This is an optimization exercise on Yosys and OpenROAD, whose aim is small area, not a production implementation. In this exercise RTL edits were held to simulation tests only and were not proved equivalent to the original. Power is estimated from default activity; no workload was simulated.

Setup of job 5574:
==> flow/design.v (excerpt) <==
module usb_link(
    input clk,
    input rst_n,
    input [6:0] self_addr,
    output reg crc5_err,
    output crc16_err,
    input ms,
    input [15:0] time_threshold,
    input [5:0] delay_threshole,
    output reg time_out,
    output d_oe,
    input rx_lp_sop,
    input rx_lp_eop,
    input rx_lp_valid,
    output rx_lp_ready,
    input [7:0] rx_lp_data,
    output reg tx_lp_sop,
    output reg tx_lp_eop,
    output reg tx_lp_valid,
    input tx_lp_ready,
    output reg [7:0] tx_lp_data,
    output reg tx_lp_cancle,
    output reg rx_pid_en,
    output reg [3:0] rx_pid,
    output reg [3:0] rx_endp,
    output reg rx_lt_sop,
    output reg rx_lt_eop,
    output reg rx_lt_valid,
    input rx_lt_ready,
    output reg [7:0] rx_lt_data,
    input [3:0] tx_pid,
    input [6:0] tx_addr,
    input [3:0] tx_endp,
    input tx_valid,
    output reg tx_ready,
    input tx_lt_sop,
    input tx_lt_eop,
    input tx_lt_valid,
    output tx_lt_ready,
    input [7:0] tx_lt_data,
    input tx_lt_cancle
);
reg rx_handshake_on, rx_data_on, tx_data_on;
wire rx_transok = rx_lp_valid & rx_lp_ready;
wire rx_tok_end = rx_transok & rx_lp_eop;
reg addr_ok;
reg endp_bit;
reg pid_ok;
wire addr_match = (rx_lp_data[6:0] == self_addr);
function [4:0] crc5f;
    input [10:0] d;
    begin
        crc5f[0] = d[10] ^ d[9] ^ d[6] ^ d[5] ^ d[3] ^ d[0] ^ 1'b1;
        crc5f[1] = d[10] ^ d[7] ^ d[6] ^ d[4] ^ d[1] ^ 1'b1;
        crc5f[2] = d[10] ^ d[9] ^ d[8] ^ d[7] ^ d[6] ^ d[3] ^ d[2] ^ d[0] ^ 1'b1;
        crc5f[3] = d[10] ^ d[9] ^ d[8] ^ d[7] ^ d[4] ^ d[3] ^ d[1];
        crc5f[4] = d[10] ^ d[9] ^ d[8] ^ d[5] ^ d[4] ^ d[2] ^ 1'b1;
  ...
export LEC_CHECK = 0
export CAP_MARGIN = 20
export CORE_MARGIN = 2
export CORE_UTILIZATION = 40
export SLEW_MARGIN = 20
create_clock -name core_clock -period 5.0 [get_ports {clk}]
standard.sh (not shown) runs the stock make flow with config.mk's settings and CLKGATE_MAP_FILE= SYNTH_SCRIPT=/design/flow/synth_recipe.tcl, a recipe that flattens the netlist after the stock synthesis.
==> flow/flow/run.sh <==
#!/bin/bash
# Own layout flow: the standard synthesis, then the combinational logic between the
# (unchanged) registers re-mapped by ABC for area, then the standard ORFS layout with
# minimum-size port buffers.
set -euo pipefail
W=$PWD
R=$W/orfs/results/sky130hd/usb_link/base
LIB=$FLOW_HOME/platforms/sky130hd/lib/sky130_fd_sc_hd__tt_025C_1v80.lib
YOSYS=yosys
if [[ -x $FLOW_HOME/../tools/install/yosys/bin/yosys ]]; then YOSYS=$FLOW_HOME/../tools/install/yosys/bin/yosys; fi

# 1. standard synthesis (the standard flow's own script)
bash standard.sh $R/1_2_yosys.v > $W/1_synth_standard.log 2>&1
cp $R/1_2_yosys.v $W/1_2_yosys_standard.v

# 2. re-map the combinational logic; registers are kept as they are
sed -e "s#LIBFILE#$LIB#g" -e "s#NETIN#$W/1_2_yosys_standard.v#" -e "s#NETOUT#$W/1_2_yosys_reopt.v#" \
    -e "s#ABCSCRIPT#$W/flow/reopt.abc#" $W/flow/reopt.ys > $W/reopt.ys
$YOSYS -l $W/2_reopt_yosys.log -s $W/reopt.ys > /dev/null 2>&1
cp $W/1_2_yosys_reopt.v $R/1_2_yosys.v

# 3. layout, with buf_1 port buffers
CTS_ARGS="-sink_clustering_enable -repair_clock_nets -buf_list sky130_fd_sc_hd__clkbuf_8 -root_buf sky130_fd_sc_hd__clkbuf_8 -dont_use_dummy_load -sink_clustering_size 30 -sink_clustering_max_diameter 100" BUFFER_PORTS_ARGS="-buffer_cell sky130_fd_sc_hd__buf_1" bash standard.sh finish > $W/3_layout.log 2>&1
==> flow/flow/reopt.abc <==
strash
&get -n
&deepsyn -T 60
&put
dch
amap
==> flow/flow/reopt.ys <==
read_liberty -ignore_miss_func -ignore_miss_dir LIBFILE
read_verilog NETIN
hierarchy -top usb_link
setattr -mod -set keep_hierarchy 1 sky130_fd_sc_hd__df*
flatten
opt -purge
abc -script ABCSCRIPT -liberty LIBFILE -dont_use *probe* -dont_use *lpflow*
opt_clean -purge
hilomap -singleton -hicell sky130_fd_sc_hd__conb_1 HI -locell sky130_fd_sc_hd__conb_1 LO
insbuf -buf sky130_fd_sc_hd__buf_4 A X
stat -liberty LIBFILE
select usb_link
write_verilog -noattr -nohex -nodec -selected NETOUT
Job 5574: no failed stages, no open violations at the end
Edits applied to the flow inputs when going from job 5574 to job 5689:
Settings: setting CTS_CLUSTER_SIZE to 30 for the first time; setting CTS_BUF_LIST to sky130_fd_sc_hd__clkbuf_8 for the first time; setting CTS_CLUSTER_DIAMETER to 100 for the first time.
--- a/flow/flow/run.sh
+++ b/flow/flow/run.sh
@@ -22,2 +22,2 @@
 # 3. layout, with buf_1 port buffers
-CTS_ARGS="-sink_clustering_enable -repair_clock_nets -buf_list sky130_fd_sc_hd__clkbuf_8 -root_buf sky130_fd_sc_hd__clkbuf_8 -dont_use_dummy_load -sink_clustering_size 30 -sink_clustering_max_diameter 100" BUFFER_PORTS_ARGS="-buffer_cell sky130_fd_sc_hd__buf_1" bash standard.sh finish > $W/3_layout.log 2>&1
+BUFFER_PORTS_ARGS="-buffer_cell sky130_fd_sc_hd__buf_1" bash standard.sh finish > $W/3_layout.log 2>&1
Findings:
Job 5689 gives less share of total power in combinational logic than job 5574 did.
Between job 5689 and job 5574, the maximum frequency does not differ in any meaningful way.
Met1 track utilization from global routing: job 5689 > job 5574

-- port drivers added, routing unchanged --
How much do the figures lean on ideal ports? The routed layouts below were timed once more, with nothing changed but the port constraints. Step 1: set_driving_cell puts a clkbuf_16 on clk and a buf_2 on each other input, an assumption about the parent block. Step 2 times the ports against the registers' clock, not the clock port: input delays grow and output delays shrink by t, the midpoint of the rising clock arrivals with the driver on. Three values: ideal ports, drivers, drivers and shift; two values: the first two.
| run | t (ns) | setup slack, ns | worst setup path after step 2 | pins driven straight from the clock port |
|---|---|---|---|---|
| job 5574 | 0.396 | 1.830 / 1.830 / 1.574 | input to register | 1 |
| job 5689 | 0.398 | 1.824 / 1.824 / 1.549 | input to register | 1 |
After both steps every run listed still meets setup and hold. For job 5689, which loses most, drivers alone change the setup slack by 0.000 ns; drivers and shift together by -0.275 ns.
